Context: an optimization exercise on an open-source flow, tuned for small area, a short achievable clock period and few clock cycles. The choices shown serve that exercise and are no tape-out recipe.
In this exercise RTL edits were held to simulation tests only and were not proved equivalent to the original.
Power and IR drop assume default switching activity.

==> job 7060 <==
==> flow/design.v (excerpt) <==
module core_ahb #(
    parameter DATA_WIDTH = 32
)(
    input                       clk_i,
    input                       reset_i,
    input   [DATA_WIDTH-1:0]    hrdata_i,
    output  [DATA_WIDTH-1:0]    hwdata_o,
    input                       hready_i,
    input                       hresp_i,
    output  [DATA_WIDTH-1:0]    haddr_o,
    output                      hwrite_o,
    output                      htrans_o
);
Settings: LEC_CHECK=0, CAP_MARGIN=30, CORE_MARGIN=2, CORE_UTILIZATION=45, SLEW_MARGIN=30; clock period 17.0 ns.
standard.sh (not shown) runs the stock make flow with config.mk's settings and CLKGATE_MAP_FILE= SYNTH_SCRIPT=/design/flow/synth_recipe.tcl, a recipe that flattens the netlist after the stock synthesis.
==> flow/flow/run.sh <==
#!/bin/bash
# Own layout flow: the standard flow (standard.sh), run step by step.
#  - synthesis: the standard script, but adders are left to ABC as plain gates
#    (ADDER_MAP_FILE empty) instead of being mapped onto full/half-adder cells
#  - ports are buffered with buf_4 cells (the default picks a slow delay buffer)
#  - clock tree: clkbuf_8/clkbuf_4 below a clkbuf_16 root, no dummy loads
#  - no setup repair at floorplan and placement, where clocks are still ideal
#  - setup repair at CTS and global route aims at MARGIN ns of slack, so the
#    tools keep shortening the critical paths well below the 17 ns period
#  - after global route, max slew / capacitance are repaired once more
#    (flow/post_grt.tcl)
# Each step's output goes to a log file of its own here; ORFS's own logs are
# under orfs/logs.
set -e
MARGIN=12
export BUFFER_PORTS_ARGS="-buffer_cell sky130_fd_sc_hd__buf_4"
export CTS_ARGS="-sink_clustering_enable -repair_clock_nets -dont_use_dummy_load -buf_list {sky130_fd_sc_hd__clkbuf_8 sky130_fd_sc_hd__clkbuf_4} -root_buf sky130_fd_sc_hd__clkbuf_16"
export POST_GLOBAL_ROUTE_TCL="$PWD/flow/post_grt.tcl"
ADDER_MAP_FILE= SETUP_SLACK_MARGIN=0 bash standard.sh synth > run_synth.log 2>&1
SETUP_SLACK_MARGIN=0 bash standard.sh floorplan > run_floorplan.log 2>&1
SETUP_SLACK_MARGIN=0 bash standard.sh place > run_place.log 2>&1
SETUP_SLACK_MARGIN=$MARGIN bash standard.sh cts > run_cts.log 2>&1
SETUP_SLACK_MARGIN=$MARGIN bash standard.sh grt > run_grt.log 2>&1
SETUP_SLACK_MARGIN=$MARGIN bash standard.sh finish > run_finish.log 2>&1
==> flow/flow/post_grt.tcl <==
# Runs at the end of global route (POST_GLOBAL_ROUTE_TCL): timing repair may
# have cloned or moved gates after the electrical repair ran, so fix max
# slew / capacitance once more, then update the routing guides.
global_route -start_incremental
repair_design_helper
detailed_placement
global_route -end_incremental
estimate_parasitics -global_routing
report_check_types -max_slew -max_capacitance -max_count 5
write_guides $::env(RESULTS_DIR)/route.guide
==> job 1938: changes against job 7060 <==
--- a/flow/design.v
+++ b/flow/design.v
@@ -17,15 +17,14 @@
 reg         b_addr;              
 reg         b_data;              
 reg         k_fetch;             
 reg         k_load;              
 reg  [29:0] ha;                  
-reg  [1:0]  hb;                  
 reg         hw;
 reg  [31:0] hwd;
 assign htrans_o = b_addr;
-assign haddr_o  = {ha, hb};
+assign haddr_o  = {ha, 2'b00};
 assign hwrite_o = hw;
 assign hwdata_o = hwd;
 wire b_end    = b_data & hready_i;
 wire b_idle   = ~b_addr & ~b_data;
 wire bus_free = ~b_addr & (~b_data | hready_i);
@@ -34,20 +33,13 @@
 reg  [31:0] rsp_d;
 reg  [IW+TW-1:0] rsp_a;
 reg         rsp_way, rsp_rid;
 reg         dq_v;
 reg  [29:0] dq_a;
-reg  [1:0]  dq_b;
 reg         dq_w;
 reg  [31:0] dq_d;
 reg  [29:0] fpc;                 
-reg         redir_q;             
-reg  [29:0] lseq;                
-reg  [29:0] rtgt;
-reg         w_v;                 
-reg  [4:0]  w_rd;
-reg  [31:0] w_d;
 reg         fl_v;                
 reg         fl_off;
 reg  [31:2] ir;                  
 reg  [29:0] ipc;                 
 reg         iv;                  
@@ -89,24 +81,20 @@
 wire [31:0] imm_i = {{20{ir[31]}}, ir[31:20]};
 wire [31:0] imm_s = {{20{ir[31]}}, ir[31:25], ir[11:7]};
 wire [31:0] imm_u = {ir[31:12], 12'h000};
 wire [29:0] imm_b = {{19{ir[31]}}, ir[31], ir[7], ir[30:25], ir[11:9]};
 wire [29:0] imm_j = {{11{ir[31]}}, ir[31], ir[19:12], ir[20], ir[30:22]};
-reg  [31:0] rf1, rf2;
+reg  [31:0] r1, r2;
 integer q;
 always @* begin
-    rf1 = 32'h0;
-    rf2 = 32'h0;
+    r1 = 32'h0;
+    r2 = 32'h0;
     for (q = 1; q < 32; q = q + 1) begin
-        rf1 = rf1 | ({32{oh1[q]}} & rf[q]);
-        rf2 = rf2 | ({32{oh2[q]}} & rf[q]);
+        r1 = r1 | ({32{oh1[q]}} & rf[q]);
+        r2 = r2 | ({32{oh2[q]}} & rf[q]);
     end
 end
-wire        byp1 = w_v & (w_rd == rs1);
-wire        byp2 = w_v & (w_rd == rs2);
-wire [31:0] r1 = byp1 ? w_d : rf1;
-wire [31:0] r2 = byp2 ? w_d : rf2;
 wire [31:0] opb = (is_reg | is_br) ? r2 : (is_st ? imm_s : imm_i);
 wire [2:0]  fn  = is_op ? f3 : 3'b000;
 wire        sub = is_reg & ir[30] & (f3 == 3'b000);
 wire [31:0] sum;
 wire        cout;
@@ -171,72 +159,46 @@
 wire e_go    = iv & ~clr & ~ld_hz & (~is_mem | ~dq_v);   
 wire e_mem   = e_go & is_mem;
 wire e_direct = e_mem & b_idle;                          
 wire redirect = e_go & (is_jal | is_jalr | (is_br & taken));
 wire [29:0] redirect_pc = is_jalr ? sum[31:2] : tgt;
-wire        e_wb    = e_go & writes & ~is_ld & (rd != 5'd0);
-wire [31:0] e_res   = (is_jal | is_jalr) ? {fpc, 2'b00} :
+wire        e_wb    = e_go & writes & ~is_ld;
+wire [4:0]  wb_rd   = rsp_load ? ld_rd : (clr ? clr_n : rd);
+wire [31:0] wb_data = rsp_load ? ld_data :
+                      clr ? 32'h0 :
+                      (is_jal | is_jalr) ? {fpc, 2'b00} :
                       is_u ? (is_lui ? imm_u : {tgt, 2'b00}) : alu;
-wire        ld_wr   = rsp_load & (ld_rd != 5'd0);
-wire        w_wr    = w_v & ~rsp_load & ~clr;
-wire [4:0]  wb_rd   = rsp_load ? ld_rd : (clr ? clr_n : w_rd);
-wire [31:0] wb_data = rsp_load ? ld_data : (clr ? 32'h0 : w_d);
-wire        wb_en   = ld_wr | clr | w_wr;
+wire        wb_en   = (rsp_load | clr | e_wb) & (wb_rd != 5'd0);
 always @(posedge clk_i) begin
     if (wb_en) rf[wb_rd] <= wb_data;
-    if (e_wb) begin
-        w_rd <= rd;
-        w_d  <= e_res;
-    end
-    rtgt <= redirect_pc;
 end
 wire          waitf = fl_v & ~fl_off;                    
-wire [29:0]   fa    = redir_q ? rtgt : fpc;              
-wire [29:0]   fpc1  = fa + 30'd1;
-wire [29:0]   fpc2  = fa + 30'd2;
-wire [29:0]   la    = redir_q ? rtgt : lseq;
+wire [29:0]   fpc1  = fpc + 30'd1;
+wire [29:0]   la    = waitf ? fpc1 : fpc;
 wire [IW-1:0] lidx  = la[IW-1:0];
 wire [TW-1:0] ltag  = la[IW+TW-1:IW];
 wire [18:0]   lreg  = la[29:11];
 wire rm0  = rgv0 & (rg0 == lreg);
 wire rm1  = rgv1 & (rg1 == lreg);
 wire rhit = rm0 | rm1;
 wire lrid = rm1;
-wire hw0  = cv0[lidx] & (ct0[lidx][TW-1:0] == ltag) & (ct0[lidx][TW] ? rm1 : rm0);
-wire hw1  = cv1[lidx] & (ct1[lidx][TW-1:0] == ltag) & (ct1[lidx][TW] ? rm1 : rm0);
-wire hit  = hw0 | hw1;
-wire [29:0] hd0 = cd0[lidx];
-wire [29:0] hd1 = cd1[lidx];
-wire [29:0] hdata = hw0 ? hd0 : hd1;
+wire hw0  = cv0[lidx] & (ct0[lidx] == {lrid, ltag});
+wire hw1  = cv1[lidx] & (ct1[lidx] == {lrid, ltag});
+wire hit  = rhit & (hw0 | hw1);
+wire [29:0] hdata = hw0 ? cd0[lidx] : cd1[lidx];
 wire ir_free    = ~iv | e_go;
 wire f_end      = b_end & k_fetch;                       
 wire deliver_b  = f_end & waitf & ir_free;               
 wire deliver_c  = ~waitf & hit & ir_free;
 wire deliver    = deliver_c | deliver_b;
-wire [31:2] nxt_ir = waitf ? hrdata_i[31:2] : hdata;
-reg  [31:1] d0a, d0b, d1a, d1b, dba, dbb;
-integer z;
-always @* begin
-    for (z = 1; z < 32; z = z + 1) begin
-        d0a[z] = (hd0[17:13] == z);
-        d0b[z] = (hd0[22:18] == z);
-        d1a[z] = (hd1[17:13] == z);
-        d1b[z] = (hd1[22:18] == z);
-        dba[z] = (hrdata_i[19:15] == z);
-        dbb[z] = (hrdata_i[24:20] == z);
-    end
-end
-wire [31:1] nxt_oh1 = waitf ? dba : (hw0 ? d0a : d1a);
-wire [31:1] nxt_oh2 = waitf ? dbb : (hw0 ? d0b : d1b);
+wire [31:2] nxt_ir = deliver_b ? hrdata_i[31:2] : hdata;
 wire ctrl_block = iv & is_ctrl;
 wire ireq_d  = ~fl_v & ~rsp_fetch & rhit & ~hit & ~ctrl_block;
 wire ireq_p  = f_end & waitf & ~hrdata_i[6] & rhit & ~hit;
 wire dq_issue = bus_free & dq_v;
 wire issue_i  = bus_free & ~dq_v & ~e_direct & (ireq_d | ireq_p);
 wire iway    = ~cv0[lidx] ? 1'b0 : (~cv1[lidx] ? 1'b1 : lfsr[0]);
-wire waitf_n = issue_i ? (~ireq_p | deliver_b) : (~f_end & fl_v & (~fl_off | deliver));
-wire [29:0] lseq_n = waitf_n ? (deliver ? fpc2 : fpc1) : (deliver ? fpc1 : fa);
 wire fetch_busy = ((b_addr | b_data) & k_fetch) | rsp_fetch;
 wire ralloc = ~fl_v & ~rhit & ~ctrl_block & ~fetch_busy;
 wire rvict  = ~rgv0 ? 1'b0 : (~rgv1 ? 1'b1 : ~cur_rid);
 always @(posedge clk_i or negedge reset_i) begin
     if (!reset_i) begin
@@ -247,13 +209,10 @@
         hw        <= 1'b0;
         rsp_fetch <= 1'b0;
         rsp_load  <= 1'b0;
         dq_v      <= 1'b0;
         fpc       <= 30'h0;
-        redir_q   <= 1'b0;
-        lseq      <= 30'h0;
-        w_v       <= 1'b0;
         fl_v      <= 1'b0;
         fl_off    <= 1'b0;
         iv        <= 1'b0;
         ld_pend   <= 1'b0;
         clr       <= 1'b1;
@@ -290,16 +249,12 @@
         if (e_mem & is_ld) ld_pend <= 1'b1;
         else if (rsp_load) ld_pend <= 1'b0;
         if (redirect) iv <= 1'b0;
         else if (deliver) iv <= 1'b1;
         else if (e_go) iv <= 1'b0;
-        redir_q <= redirect;
-        lseq    <= lseq_n;
-        if (deliver) fpc <= fpc1;
-        else if (redir_q) fpc <= fa;
-        if (e_wb) w_v <= 1'b1;
-        else if (w_wr) w_v <= 1'b0;
+        if (redirect) fpc <= redirect_pc;
+        else if (deliver) fpc <= fpc1;
         if (redirect) fl_v <= 1'b0;
         else if (issue_i) fl_v <= 1'b1;
         else if (f_end) fl_v <= 1'b0;
         if (issue_i) fl_off <= ireq_p & ~deliver_b;
         else if (deliver) fl_off <= 1'b0;
@@ -315,23 +270,19 @@
     rsp_a   <= ha[IW+TW-1:0];
     rsp_way <= fw;
     rsp_rid <= frid;
     if (e_direct) begin
         ha  <= sum[31:2];
-        hb  <= sum[1:0];
         hwd <= st_data;
     end else if (dq_issue) begin
         ha  <= dq_a;
-        hb  <= dq_b;
         hwd <= dq_d;
     end else if (issue_i) begin
         ha  <= la;
-        hb  <= 2'b00;
     end
     if (e_mem & ~e_direct) begin
         dq_a <= sum[31:2];
-        dq_b <= sum[1:0];
         dq_w <= is_st;
         dq_d <= st_data;
     end
     if (e_mem & is_ld) begin
         ld_rd <= rd;
@@ -339,15 +290,17 @@
     end
     if (issue_i) begin
         fw   <= iway;
         frid <= lrid;
     end
-    if (ir_free) begin
+    if (deliver) begin
         ir  <= nxt_ir;
-        ipc <= fa;
-        oh1 <= nxt_oh1;
-        oh2 <= nxt_oh2;
+        ipc <= fpc;
+        for (q = 1; q < 32; q = q + 1) begin
+            oh1[q] <= (nxt_ir[19:15] == q);
+            oh2[q] <= (nxt_ir[24:20] == q);
+        end
     end
     if (ralloc) begin
         if (rvict) rg1 <= lreg; else rg0 <= lreg;
     end
 end
==> flow/flow/run.sh (replaced) <==
#!/bin/bash
# Own layout flow: the standard flow (standard.sh) run in stages.
#  - ports are buffered with buf_4 cells (the default picks a slow delay buffer)
#  - no setup repair at floorplan, where clocks are still ideal
#  - setup repair at CTS and global route aims at MARGIN ns of slack, so the
#    tools keep shortening the critical paths well below the 17 ns period
# Each step's output goes to a log file of its own here; ORFS's own logs are
# under orfs/logs.
set -e
MARGIN=11.0
export BUFFER_PORTS_ARGS="-buffer_cell sky130_fd_sc_hd__buf_4"
SETUP_SLACK_MARGIN=0 bash standard.sh synth > run_synth.log 2>&1
SETUP_SLACK_MARGIN=0 bash standard.sh floorplan > run_floorplan.log 2>&1
SETUP_SLACK_MARGIN=0 bash standard.sh place > run_place.log 2>&1
SETUP_SLACK_MARGIN=$MARGIN bash standard.sh cts > run_cts.log 2>&1
SETUP_SLACK_MARGIN=$MARGIN bash standard.sh finish > run_finish.log 2>&1
CAP_MARGIN = 20   (was 30)
CORE_UTILIZATION = 40   (was 45)
SLEW_MARGIN = 20   (was 30)
removed: flow/flow/post_grt.tcl
==> job 4915: changes against job 7060 <==
--- a/flow/design.v
+++ b/flow/design.v
@@ -50,10 +50,11 @@
 reg         fl_off;
 reg  [31:2] ir;                  
 reg  [29:0] ipc;                 
 reg         iv;                  
 reg  [31:1] oh1, oh2;            
+reg         bq1, bq2;            
 reg         ld_pend;             
 reg  [4:0]  ld_rd;               
 reg  [2:0]  ld_f3;               
 reg         clr;                 
 reg  [4:0]  clr_n;
@@ -99,14 +100,12 @@
     for (q = 1; q < 32; q = q + 1) begin
         rf1 = rf1 | ({32{oh1[q]}} & rf[q]);
         rf2 = rf2 | ({32{oh2[q]}} & rf[q]);
     end
 end
-wire        byp1 = w_v & (w_rd == rs1);
-wire        byp2 = w_v & (w_rd == rs2);
-wire [31:0] r1 = byp1 ? w_d : rf1;
-wire [31:0] r2 = byp2 ? w_d : rf2;
+wire [31:0] r1 = rf1 | ({32{bq1}} & w_d);
+wire [31:0] r2 = rf2 | ({32{bq2}} & w_d);
 wire [31:0] opb = (is_reg | is_br) ? r2 : (is_st ? imm_s : imm_i);
 wire [2:0]  fn  = is_op ? f3 : 3'b000;
 wire        sub = is_reg & ir[30] & (f3 == 3'b000);
 wire [31:0] sum;
 wire        cout;
@@ -126,23 +125,20 @@
 genvar gk;
 generate for (gk = 0; gk < 32; gk = gk + 1) begin : g_rev
     assign sh_in[gk]  = sleft ? r1[31-gk] : r1[gk];
     assign sh_out[gk] = sleft ? sh_r[31-gk] : sh_r[gk];
 end endgenerate
-reg [31:0] alu;
-always @* begin
-    case (fn)
-        3'b000: alu = sum;
-        3'b001: alu = sh_out;
-        3'b010: alu = {31'h0, lt};
-        3'b011: alu = {31'h0, ltu};
-        3'b100: alu = x;
-        3'b101: alu = sh_out;
-        3'b110: alu = r1 | opb;
-        default: alu = r1 & opb;
-    endcase
-end
+wire s_link  = is_jal | is_jalr;
+wire s_lui   = is_lui;
+wire s_auipc = is_u & ~is_lui;
+wire s_sum   = ~is_u & ~s_link & (~is_op | (f3 == 3'b000));
+wire s_sh    = is_op & (f3[1:0] == 2'b01);
+wire s_slt   = is_op & (f3 == 3'b010);
+wire s_sltu  = is_op & (f3 == 3'b011);
+wire s_xor   = is_op & (f3 == 3'b100);
+wire s_or    = is_op & (f3 == 3'b110);
+wire s_and   = is_op & (f3 == 3'b111);
 wire taken = f3[2] ? ((f3[1] ? ltu : lt) ^ f3[0]) : (eq ^ f3[0]);
 wire [29:0] tgt;
 wire        tgt_co;
 ks_add #(.W(30), .L(5)) u_tgt (.a(ipc), .b(is_jal ? imm_j : (is_br ? imm_b : imm_u[31:2])), .ci(1'b0), .s(tgt), .co(tgt_co));
 reg [31:0] ld_data;
@@ -172,12 +168,19 @@
 wire e_mem   = e_go & is_mem;
 wire e_direct = e_mem & b_idle;                          
 wire redirect = e_go & (is_jal | is_jalr | (is_br & taken));
 wire [29:0] redirect_pc = is_jalr ? sum[31:2] : tgt;
 wire        e_wb    = e_go & writes & ~is_ld & (rd != 5'd0);
-wire [31:0] e_res   = (is_jal | is_jalr) ? {fpc, 2'b00} :
-                      is_u ? (is_lui ? imm_u : {tgt, 2'b00}) : alu;
+wire [31:0] e_res   = ({32{s_sum}}   & sum) |
+                      ({32{s_sh}}    & sh_out) |
+                      ({32{s_xor}}   & x) |
+                      ({32{s_or}}    & (r1 | opb)) |
+                      ({32{s_and}}   & (r1 & opb)) |
+                      {31'h0, (s_slt & lt) | (s_sltu & ltu)} |
+                      ({32{s_link}}  & {fpc, 2'b00}) |
+                      ({32{s_lui}}   & imm_u) |
+                      ({32{s_auipc}} & {tgt, 2'b00});
 wire        ld_wr   = rsp_load & (ld_rd != 5'd0);
 wire        w_wr    = w_v & ~rsp_load & ~clr;
 wire [4:0]  wb_rd   = rsp_load ? ld_rd : (clr ? clr_n : w_rd);
 wire [31:0] wb_data = rsp_load ? ld_data : (clr ? 32'h0 : w_d);
 wire        wb_en   = ld_wr | clr | w_wr;
@@ -225,10 +228,19 @@
         dbb[z] = (hrdata_i[24:20] == z);
     end
 end
 wire [31:1] nxt_oh1 = waitf ? dba : (hw0 ? d0a : d1a);
 wire [31:1] nxt_oh2 = waitf ? dbb : (hw0 ? d0b : d1b);
+wire        w_v_n  = e_wb | (w_v & ~w_wr);
+wire [4:0]  w_rd_n = e_wb ? rd : w_rd;
+wire        ldp_n  = (e_mem & is_ld) | (ld_pend & ~rsp_load);
+wire [4:0]  ldrd_n = (e_mem & is_ld) ? rd : ld_rd;
+function automatic bq_of(input [4:0] r);
+    bq_of = w_v_n & (r == w_rd_n) & ~(ldp_n & (r == ldrd_n));
+endfunction
+wire        nbq1 = waitf ? bq_of(hrdata_i[19:15]) : (hw0 ? bq_of(hd0[17:13]) : bq_of(hd1[17:13]));
+wire        nbq2 = waitf ? bq_of(hrdata_i[24:20]) : (hw0 ? bq_of(hd0[22:18]) : bq_of(hd1[22:18]));
 wire ctrl_block = iv & is_ctrl;
 wire ireq_d  = ~fl_v & ~rsp_fetch & rhit & ~hit & ~ctrl_block;
 wire ireq_p  = f_end & waitf & ~hrdata_i[6] & rhit & ~hit;
 wire dq_issue = bus_free & dq_v;
 wire issue_i  = bus_free & ~dq_v & ~e_direct & (ireq_d | ireq_p);
@@ -236,10 +248,17 @@
 wire waitf_n = issue_i ? (~ireq_p | deliver_b) : (~f_end & fl_v & (~fl_off | deliver));
 wire [29:0] lseq_n = waitf_n ? (deliver ? fpc2 : fpc1) : (deliver ? fpc1 : fa);
 wire fetch_busy = ((b_addr | b_data) & k_fetch) | rsp_fetch;
 wire ralloc = ~fl_v & ~rhit & ~ctrl_block & ~fetch_busy;
 wire rvict  = ~rgv0 ? 1'b0 : (~rgv1 ? 1'b1 : ~cur_rid);
+wire        s_e  = e_direct;
+wire        s_q  = ~e_direct & dq_issue;
+wire        s_i  = ~e_direct & ~dq_issue & issue_i;
+wire        s_h  = ~(e_direct | dq_issue | issue_i);
+wire [29:0] ha_n  = ({30{s_e}} & sum[31:2]) | ({30{s_q}} & dq_a) | ({30{s_i}} & la) | ({30{s_h}} & ha);
+wire [1:0]  hb_n  = ({2{s_e}} & sum[1:0]) | ({2{s_q}} & dq_b) | ({2{s_h}} & hb);
+wire [31:0] hwd_n = ({32{s_e}} & st_data) | ({32{s_q}} & dq_d) | ({32{s_i | s_h}} & hwd);
 always @(posedge clk_i or negedge reset_i) begin
     if (!reset_i) begin
         b_addr    <= 1'b0;
         b_data    <= 1'b0;
         k_fetch   <= 1'b0;
@@ -313,22 +332,13 @@
 always @(posedge clk_i) begin
     rsp_d   <= hrdata_i;
     rsp_a   <= ha[IW+TW-1:0];
     rsp_way <= fw;
     rsp_rid <= frid;
-    if (e_direct) begin
-        ha  <= sum[31:2];
-        hb  <= sum[1:0];
-        hwd <= st_data;
-    end else if (dq_issue) begin
-        ha  <= dq_a;
-        hb  <= dq_b;
-        hwd <= dq_d;
-    end else if (issue_i) begin
-        ha  <= la;
-        hb  <= 2'b00;
-    end
+    ha  <= ha_n;
+    hb  <= hb_n;
+    hwd <= hwd_n;
     if (e_mem & ~e_direct) begin
         dq_a <= sum[31:2];
         dq_b <= sum[1:0];
         dq_w <= is_st;
         dq_d <= st_data;
@@ -342,12 +352,14 @@
         frid <= lrid;
     end
     if (ir_free) begin
         ir  <= nxt_ir;
         ipc <= fa;
-        oh1 <= nxt_oh1;
-        oh2 <= nxt_oh2;
+        oh1 <= nxt_oh1 & {31{~nbq1}};
+        oh2 <= nxt_oh2 & {31{~nbq2}};
+        bq1 <= nbq1;
+        bq2 <= nbq2;
     end
     if (ralloc) begin
         if (rvict) rg1 <= lreg; else rg0 <= lreg;
     end
 end
==> summary.txt <==
Result of the run: job 7060 finished clean; job 4915 finished clean; job 1938 finished with violations
Reasons for failing layout checks: job 7060 -; job 4915 -; job 1938 max-capacitance violations, max-slew violations
Sw Pwr: job 7060 13.9 mW; job 4915 14.1 mW; job 1938 4.63 mW
Post-detailed-placement half-perimeter wirelength: job 7060 273000 um; job 4915 273000 um; job 1938 257000 um
Floorplan core area: job 7060 0.271 mm2; job 4915 0.268 mm2; job 1938 0.294 mm2
Clock distribution power: job 7060 4.90 mW; job 4915 4.89 mW; job 1938 6.17 mW
Relative area of clock buffers and inverters in the final design: job 7060 4.48%; job 4915 4.61%; job 1938 6.52%
FF-to-FF End: job 7060 w_d[25]; job 4915 w_d[19]; job 1938 rf[31][30]
Worst setup margin: job 7060 11.45 ns; job 4915 11.91 ns; job 1938 10.87 ns
Endpoint of the worst hold-timing path: job 7060 lfsr[15]; job 4915 lfsr[7]; job 1938 lfsr[8]
Wire length on met1: job 7060 187000 um; job 4915 177000 um; job 1938 175000 um
Multiplexer share of the synthesized area: job 7060 2.15%; job 4915 3.41%; job 1938 4.08%
Number of violations of the max-capacitance limit: job 7060 0; job 4915 0; job 1938 1
Flip-flop and latch share of the layout cell area: job 7060 56.4%; job 4915 57.7%; job 1938 56.4%
Final design area excluding fillers: job 7060 0.144 mm2; job 4915 0.140 mm2; job 1938 0.139 mm2
Non-Clock Buffer Area Fraction: job 7060 6.19%; job 4915 5.37%; job 1938 5.06%
Total Power Consumption: job 7060 30.5 mW; job 4915 30.4 mW; job 1938 16.2 mW
Initial standard-cell utilization of the core: job 7060 45.2%; job 4915 45.3%; job 1938 40.2%
Worst voltage drop across the vdd grid: job 7060 167 uV; job 4915 224 uV; job 1938 88.3 uV
Relative contribution of combinational cells to total power: job 7060 55.8%; job 4915 54.3%; job 1938 17.0%
Synth async-reset ratio: job 7060 4.76%; job 4915 4.76%; job 1938 3.74%
Worst-Margin Slew: job 7060 1.17 ns; job 4915 1.21 ns; job 1938 1.80 ns
Testbench counts of job 7060, summed over its fixed seeds: cycles 124,547.
Testbench counts of job 1938, summed over its fixed seeds: cycles 124,547.
Testbench counts of job 4915, summed over its fixed seeds: cycles 124,547.

==> port drivers added, routing unchanged <==
The flow's constraints put no driver on any port. The routed layouts listed below were extracted and timed again, unchanged, in two steps. Step 1: set_driving_cell puts a clkbuf_16 on clk_i and a buf_2 on each other input, an assumption about the parent block. Step 2, shift: input delay + t, output delay - t, t = (earliest + latest rising clock arrival at the registers) / 2. This alone moves slack from input paths to output paths. a / b / c = ideal / step 1 / step 2; a / b = the first two.
run | t, ns | setup WS [ns] | cell pins on the clock port's net
job 7060 | 1.069 | 11.450 / 11.410 / 11.139 | 1
job 1938 | 0.985 | 10.869 / 10.869 / 10.869 | 1
job 4915 | 0.975 | 11.915 / 11.905 / 11.189 | 1
The setup slack of job 4915, which loses most, moves by -0.010 ns with the drivers and by -0.726 ns with both steps.
